What follows belongs to an exercise in optimizing a design on an open flow for small area, a short achievable clock period and few clock cycles; a production flow would make more cautious choices. Function was checked by simulation only, so behaviour that the tests miss may differ from the original. Power figures rest on the tool's default switching activity, not on a simulated workload.

## flow/config.mk

```make
export PLATFORM = sky130hd
export DESIGN_NAME = riscv
export DESIGN_NICKNAME = riscv
export VERILOG_FILES = /design/flow/design.v
export SDC_FILE = /design/flow/constraint.sdc
export NUM_CORES = 4
export LEC_CHECK = 0
export CAP_MARGIN = 20
export CORE_MARGIN = 2
export CORE_UTILIZATION = 40
export PLACE_DENSITY = 0.6
export SLEW_MARGIN = 20
```

## flow/constraint.sdc

```tcl
create_clock -name core_clock -period 9.0 [get_ports {clk}]
set_input_delay 1.8000 -clock core_clock [delete_from_list [all_inputs] [get_ports {clk}]]
set_output_delay 1.8000 -clock core_clock [all_outputs]
set_load 0.01 [all_outputs]
```

## flow/design.v

```verilog
module riscv(
    input wire               clk,
    input wire               rst,         
    input wire[31:0]         inst_i,
    output wire[31:0]        inst_addr_o,
    output wire              inst_ce_o,
    input wire[31:0]         data_i,
    output wire              data_we_o,
    output wire              data_ce_o,
    output wire[31:0]        data_addr_o,
    output wire[31:0]        data_o,
    output wire[3:0]         data_be_o
);
reg  [31:0] x_pc;                        
reg  [31:0] x_a;                         
reg  [31:0] x_b;                         
reg  [31:0] x_c;                         
reg  [4:0]  x_rd;
reg         x_we;                        
reg         x_ld, x_st, x_br, x_jal, x_jalr;
reg  [2:0]  x_f3;
reg         x_s_add, x_s_sub, x_s_slt, x_s_sltu, x_s_xor, x_s_or, x_s_and;
reg         x_s_sll, x_s_srl, x_s_sra, x_s_lui, x_s_auipc, x_s_link;
reg  [31:0] rf [1:31];
wire [31:0] sum  = x_a + x_b;
wire [32:0] dif  = {1'b0, x_a} - {1'b0, x_b};
wire        eq   = (x_a == x_b);
wire        lt_u = dif[32];
wire        lt_s = (x_a[31] ^ x_b[31]) ? x_a[31] : dif[31];
wire [31:0] tgt  = x_pc + x_c;
wire [31:0] pc4  = x_pc + 32'd4;
wire        bc   = x_f3[2] ? (x_f3[1] ? lt_u : lt_s) : eq;
wire        take = x_jal | (x_br & (bc ^ x_f3[0]));
assign inst_addr_o = x_jalr ? {sum[31:1], 1'b0} : take ? tgt : pc4;
assign inst_ce_o   = 1'b1;
wire [31:0] a_rev;
genvar gi;
generate for (gi = 0; gi < 32; gi = gi + 1) begin : g_rev
    assign a_rev[gi] = x_a[31-gi];
end endgenerate
wire [31:0] sh_in  = x_s_sll ? a_rev : x_a;
wire [32:0] sh_ext = {x_s_sra & x_a[31], sh_in};
wire [32:0] sh_r   = $signed(sh_ext) >>> x_b[4:0];
wire [31:0] sh_rev;
generate for (gi = 0; gi < 32; gi = gi + 1) begin : g_rev2
    assign sh_rev[gi] = sh_r[31-gi];
end endgenerate
wire [31:0] alu =
      ({32{x_s_add}}   & sum)
    | ({32{x_s_sub}}   & dif[31:0])
    | ({32{x_s_slt}}   & {31'b0, lt_s})
    | ({32{x_s_sltu}}  & {31'b0, lt_u})
    | ({32{x_s_xor}}   & (x_a ^ x_b))
    | ({32{x_s_or}}    & (x_a | x_b))
    | ({32{x_s_and}}   & (x_a & x_b))
    | ({32{x_s_sll}}   & sh_rev)
    | ({32{x_s_srl}}   & sh_r[31:0])
    | ({32{x_s_lui}}   & x_b)
    | ({32{x_s_auipc}} & tgt)
    | ({32{x_s_link}}  & pc4);
wire [1:0]  ba = sum[1:0];
assign data_addr_o = sum;
assign data_ce_o   = x_ld | x_st;
assign data_we_o   = x_st;
assign data_be_o   = (x_f3[1:0] == 2'b00) ? (4'b0001 << ba) :
                     (x_f3[1:0] == 2'b01) ? (ba[1] ? 4'b1100 : 4'b0011) : 4'b1111;
assign data_o      = (x_f3[1:0] == 2'b00) ? {4{x_c[7:0]}} :
                     (x_f3[1:0] == 2'b01) ? {2{x_c[15:0]}} : x_c;
wire [7:0]  ld_b = ba[1] ? (ba[0] ? data_i[31:24] : data_i[23:16])
                         : (ba[0] ? data_i[15:8]  : data_i[7:0]);
wire [15:0] ld_h = ba[1] ? data_i[31:16] : data_i[15:0];
wire [31:0] ld   = (x_f3[1:0] == 2'b00) ? {{24{ld_b[7] & ~x_f3[2]}}, ld_b} :
                   (x_f3[1:0] == 2'b01) ? {{16{ld_h[15] & ~x_f3[2]}}, ld_h} : data_i;
wire [31:0] wb = x_ld ? ld : alu;
always @ (posedge clk) begin
    if (x_we) rf[x_rd] <= wb;
end
wire [6:0]  op  = inst_i[6:0];
wire [2:0]  f3  = inst_i[14:12];
wire [6:0]  f7  = inst_i[31:25];
wire [4:0]  rd  = inst_i[11:7];
wire [4:0]  rs1 = inst_i[19:15];
wire [4:0]  rs2 = inst_i[24:20];
wire op_lui   = (op == 7'b0110111);
wire op_auipc = (op == 7'b0010111);
wire op_jal   = (op == 7'b1101111);
wire op_jalr  = (op == 7'b1100111) & (f3 == 3'b000);
wire op_br    = (op == 7'b1100011) & (f3[2:1] != 2'b01);
wire op_ld    = (op == 7'b0000011) & (f3 != 3'b011) & (f3[2:1] != 2'b11);
wire op_st    = (op == 7'b0100011) & ~f3[2] & (f3[1:0] != 2'b11);
wire f7z      = (f7 == 7'b0000000);
wire f7s      = (f7 == 7'b0100000);
wire op_imm   = (op == 7'b0010011) & ((f3 == 3'b001) ? f7z : (f3 == 3'b101) ? (f7z | f7s) : 1'b1);
wire op_reg   = (op == 7'b0110011) & (f7z | (f7s & ((f3 == 3'b000) | (f3 == 3'b101))));
wire wr_rd    = (op_lui | op_auipc | op_jal | op_jalr | op_ld | op_imm | op_reg) & (rd != 5'd0);
wire [31:0] imm_i = {{20{inst_i[31]}}, inst_i[31:20]};
wire [31:0] imm_s = {{20{inst_i[31]}}, inst_i[31:25], inst_i[11:7]};
wire [31:0] imm_b = {{19{inst_i[31]}}, inst_i[31], inst_i[7], inst_i[30:25], inst_i[11:8], 1'b0};
wire [31:0] imm_u = {inst_i[31:12], 12'h0};
wire [31:0] imm_j = {{11{inst_i[31]}}, inst_i[31], inst_i[19:12], inst_i[20], inst_i[30:21], 1'b0};
wire [31:0] r1 = (rs1 == 5'd0) ? 32'd0 : rf[rs1];
wire [31:0] r2 = (rs2 == 5'd0) ? 32'd0 : rf[rs2];
wire [31:0] v1 = (x_we && (x_rd == rs1)) ? wb : r1;
wire [31:0] v2 = (x_we && (x_rd == rs2)) ? wb : r2;
wire [31:0] b_imm = op_st ? imm_s : op_lui ? imm_u : imm_i;
wire [31:0] c_imm = op_br ? imm_b : op_jal ? imm_j : imm_u;
wire rsub = op_reg & f7s;                
always @ (posedge clk) begin
    x_a  <= v1;
    x_b  <= (op_reg | op_br) ? v2 : b_imm;
    x_c  <= op_st ? v2 : c_imm;
    x_rd <= rd;
    x_f3 <= f3;
    if (rst) begin
        x_pc      <= 32'hffff_fffc;      
        x_we      <= 1'b0;
        x_ld      <= 1'b0;
        x_st      <= 1'b0;
        x_br      <= 1'b0;
        x_jal     <= 1'b0;
        x_jalr    <= 1'b0;
        x_s_add   <= 1'b0;
        x_s_sub   <= 1'b0;
        x_s_slt   <= 1'b0;
        x_s_sltu  <= 1'b0;
        x_s_xor   <= 1'b0;
        x_s_or    <= 1'b0;
        x_s_and   <= 1'b0;
        x_s_sll   <= 1'b0;
        x_s_srl   <= 1'b0;
        x_s_sra   <= 1'b0;
        x_s_lui   <= 1'b0;
        x_s_auipc <= 1'b0;
        x_s_link  <= 1'b0;
    end else begin
        x_pc      <= inst_addr_o;
        x_we      <= wr_rd;
        x_ld      <= op_ld;
        x_st      <= op_st;
        x_br      <= op_br;
        x_jal     <= op_jal;
        x_jalr    <= op_jalr;
        x_s_add   <= (op_imm & (f3 == 3'b000)) | (op_reg & (f3 == 3'b000) & ~rsub);
        x_s_sub   <= (op_reg & (f3 == 3'b000) & rsub);
        x_s_slt   <= (op_imm | op_reg) & (f3 == 3'b010);
        x_s_sltu  <= (op_imm | op_reg) & (f3 == 3'b011);
        x_s_xor   <= (op_imm | op_reg) & (f3 == 3'b100);
        x_s_or    <= (op_imm | op_reg) & (f3 == 3'b110);
        x_s_and   <= (op_imm | op_reg) & (f3 == 3'b111);
        x_s_sll   <= (op_imm | op_reg) & (f3 == 3'b001);
        x_s_srl   <= (op_imm | op_reg) & (f3 == 3'b101);
        x_s_sra   <= (op_imm | op_reg) & (f3 == 3'b101) & f7s;
        x_s_lui   <= op_lui;
        x_s_auipc <= op_auipc;
        x_s_link  <= op_jal | op_jalr;
    end
end
endmodule
```

## flow/run.sh

```bash
#!/bin/bash
# synth_recipe.tcl (not shown) runs the flow's synth.tcl, then flattens the netlist and writes it again
# the make line also repeats each setting of config.mk as NAME=value (left out here)
make -C /OpenROAD-flow-scripts/flow DESIGN_CONFIG=/design/flow/config.mk WORK_HOME=/design/flow/orfs CLKGATE_MAP_FILE= SYNTH_SCRIPT=/design/flow/synth_recipe.tcl finish
```

==> summary.md <==
| Metric | Value |
|---|---|
| Worst-margin pin slew | `1.305 ns` |
| Power, Total | `14.74 mW` |
| Outcome | `complete, no violations` |
| Num rows | `148` |
| Max Slew Vio Count | `0` |
| H-tree depth | `3` |
| Post-Synth Adder-Cell Area | `0.02562` |
| Pin count of the biggest net entering global routing | `129` |
| Synth async-reset ratio | `0` |
| Post-CTS setup buffers | `0` |
| Net Count, Synth | `4973` |
| Die height | `409.1 um` |
| # hold bufs at CTS | `0` |
| FF-to-FF Start | `x_a[5]$_DFF_P_` |
| First-pass GRT wire length | `370.2 mm` |
| Setup violations, final | `0` |
| Routed Antenna Nets | `0` |
| Total Wirelength | `268.1 mm` |
| Max FO, Critical Path | `35` |
| Port Buffers | `167` |
| YS warnings | `1` |
| FMAX | `0.1146 GHz` |
| Worst setup margin | `0.2747 ns` |
| Final period utilization | `0.9695` |
| FF+latch area | `32900 um^2` |
| Final Non-Filler Cells | `7117` |
| Worst Setup SP | `x_a[5]$_DFF_P_` |
| Cell count after synthesis | `4775` |
| Max Buffers Root-to-Sink | `3` |
| Worst slack, placed | `1.167 ns` |
| Num CTS Buffers | `118` |
| Synth Area in Compound Gates | `0.1055` |
| Total gr overflow | `0` |
| Vias in the first global route | `46224` |
| Vias | `47590` |
| Initial core utilization | `0.4033` |
| Top_reg_cell synth | `edfxtp_1` |
| Most common cell after layout, fill and taps aside | `edfxtp_1` |
| Area grow syn2layout | `13.01%` |
| Area of the multi-input gates | `30920 um^2` |
| Type of the worst setup path | `flop to output port` |
| Resized cells post-CTS | `0` |
| Clk Latency, worst-skew pair | `0.76 ns` |
| VDD IR max | `0.2160 mV` |
| Clk pin slew, worst setup/hold paths | `0.07 ns` |
| Seq/Total Area, Yosys | `0.5011` |
| Max-Cap Viols | `0` |
| FILL cells | `14239` |
| Root Buffer | `clkbuf_16` |
| Worst min path class | `flop to flop` |
| Crit end category | `output port` |
| Syn avg cell area | `13.75 um^2` |
| DRC violations left | `0` |
| Core ar. | `162800 um^2` |
| Crit start category | `flop` |
| RSZ-0062 raised after global routing | `no` |
| Post-synth EDFFs | `992` |
| CP required | `7.20 ns` |
| Clock sinks | `1147` |
| Worst Clk Skew | `0.04139 ns` |
| Pwr Density | `198.7 nW/um^2` |
| Fin crit period | `8.725 ns` |
| Initial antenna violation count | `23` |
| Placed insts | `6890` |
| Synthesized area | `65640 um^2` |
| Vias/cell | `6.687` |
| Post-Synth XOR/XNOR Area | `0.01441` |
| GP Congestion | `1.057` |
| Final hold slack | `0.7096 ns` |
| Global Route Usage Sum | `0.3148` |
| Fin nets | `5033` |
| DRT Pass-1 Iters | `8` |
| Worst slew margin | `0.1297` |
| Layout cells sized above 1 | `0.2277` |
| CTS tree | `done` |
| Mux cell area share after synthesis | `0.2520` |
| Netlist cell types | `101` |
| DR WL/cell | `37.67 um` |
| HPWL Detailed | `187.3 mm` |
| I/O pin cnt | `169` |
| DR iter-0 viols | `7092` |
| Largest family of logic cells by synthesized area | `multiplexers` |
| WP data arrival | `6.93 ns` |
| Lkg Pwr | `25.08 nW` |
| Most frequent cells in the layout | `edfxtp_1, mux4_2, nor2_1` |
| Full die area | `167400 um^2` |
| Setup TNS | `0 ns` |
| Min-Delay Startpoint | `x_pc[0]$_SDFF_PP0_` |
| Synth Area in Simple Gates | `0.06822` |
| Die width | `409.1 um` |
| FF+latch count, synth | `1147` |
| Hold Fails Final Rpt | `0` |
cells in the mapped netlist, types with 62 or more instances:
library cell  number  area (um^2)
edfxtp_1         992        29790
mux4_2           592        13330
nor2_1           318         1194
nand2_1          266        998.5
a21oi_1          264         1321
clkbuf_1         237        889.6
mux2i_1          228         2282
o21ai_0          173        865.8
dfxtp_1          155         3103
inv_1            140        525.5
ha_1             128         1602
a211oi_1          74        555.5
xnor2_1           74        648.1
buf_2             62        310.3
stage by stage:
stage | util | area (um^2)
final | 0.4557 | 74180
after global routing | 0.4556 | 74160
after CTS | 0.4555 | 74140
after detailed placement | 0.4303 | 70040
after global placement | 0.4302 | 70020
after floorplan | - | 65640
power by group:
| group | switching [mW] | internal [mW] | leakage (nW) |
|---|---|---|---|
| clock network | 2.23 | 2.99 | 1.97 |
| logic | 2.24 | 1.29 | 12.5 |
| registers | 0.169 | 5.82 | 10.6 |
worst max-delay path: stages, from the launching register on:
cell	delay (ns)
dfxtp_1	0.65
inv_1	0.20
ha_1	0.52
inv_1	0.21
a211oi_1	0.38
a311oi_1	0.32
nor2_1	0.37
o21ai_0	0.15
buf_4	0.19
a31o_2	0.24
a21oi_1	0.16
o21bai_1	0.10
fa_1	0.43
xor2_1	0.17
nor3_1	0.06
o21ai_0	0.29
o2111ai_4	0.30
buf_6	0.31
mux2i_1	0.15
o21ai_0	0.34
clkdlybuf4s50_1	0.62
flip-flops by register name (all words and copies together), names as in the netlist, 3 cells and up:
signal,flops
rf,992
x_a,32
x_f3,3
x_c,32
x_rd,5
x_b,32
x_pc,32
cells by family after synthesis:
logic type	after synthesis
DFF	1147
muxes	890
xor gates and xnor gates	108
and+or+nand+nor	956
buffers and inverters	528
adders and majority gates	132
other	1
AOI/OAI and AO/OA	1013
final timing paths:
| kind | endpoint | slack, ns | cells after the start |
|---|---|---|---|
| setup / recovery | inst_addr_o[5] | 0.27 | 20 |
| hold reg to reg | x_pc[0]$_SDFF_PP0_ | 0.71 | 2 |
| setup reg to reg | rf[20][31]$_DFFE_PP_ | 2.39 | 21 |
| hold / removal | x_pc[0]$_SDFF_PP0_ | 0.71 | 2 |
layer usage:
metal | global-route usage | wire length, um
met5 | 0 | 161
met4 | 0.1913 | 19480
met3 | 0.05927 | 24320
met2 | 0.5025 | 124700
met1 | 0.3982 | 99400
layout make-up:
| cell class | instances | area share |
|---|---|---|
| diodes | 6 | 0.0002024 |
| clock buffers | 135 | 0.04166 |
| clock inverters | 86 | 0.01363 |
| inverters | 148 | 0.007489 |
| multi-input cells | 3100 | 0.4169 |
| flip-flops and latches | 1147 | 0.4436 |
| well taps | 2175 | 0.03669 |
| repair buffers | 320 | 0.03988 |
Testbench counts, summed over its fixed seeds: cycles 115,031.

-- static timing again, ports no longer ideal --
The flow's constraints put no driver on any port. The routed layout listed below was extracted and timed again, unchanged, in two steps. Step 1, drivers: a clkbuf_16 drives clk and a buf_2 each remaining input, both assumed. Step 2 also shifts input and output timing later by t, the mid clock arrival at the registers, as if the neighbouring blocks saw the same clock. Three values: no drivers, after step 1, after step 2; two values: the first two.
t, ns: 0.839
setup slack, ns: 0.275 / 0.183 / 1.022
pins driven straight from the clock port: 1
After both steps setup and hold are still met in this run. For this run, drivers alone change the setup slack by -0.092 ns; drivers and shift together by +0.747 ns.
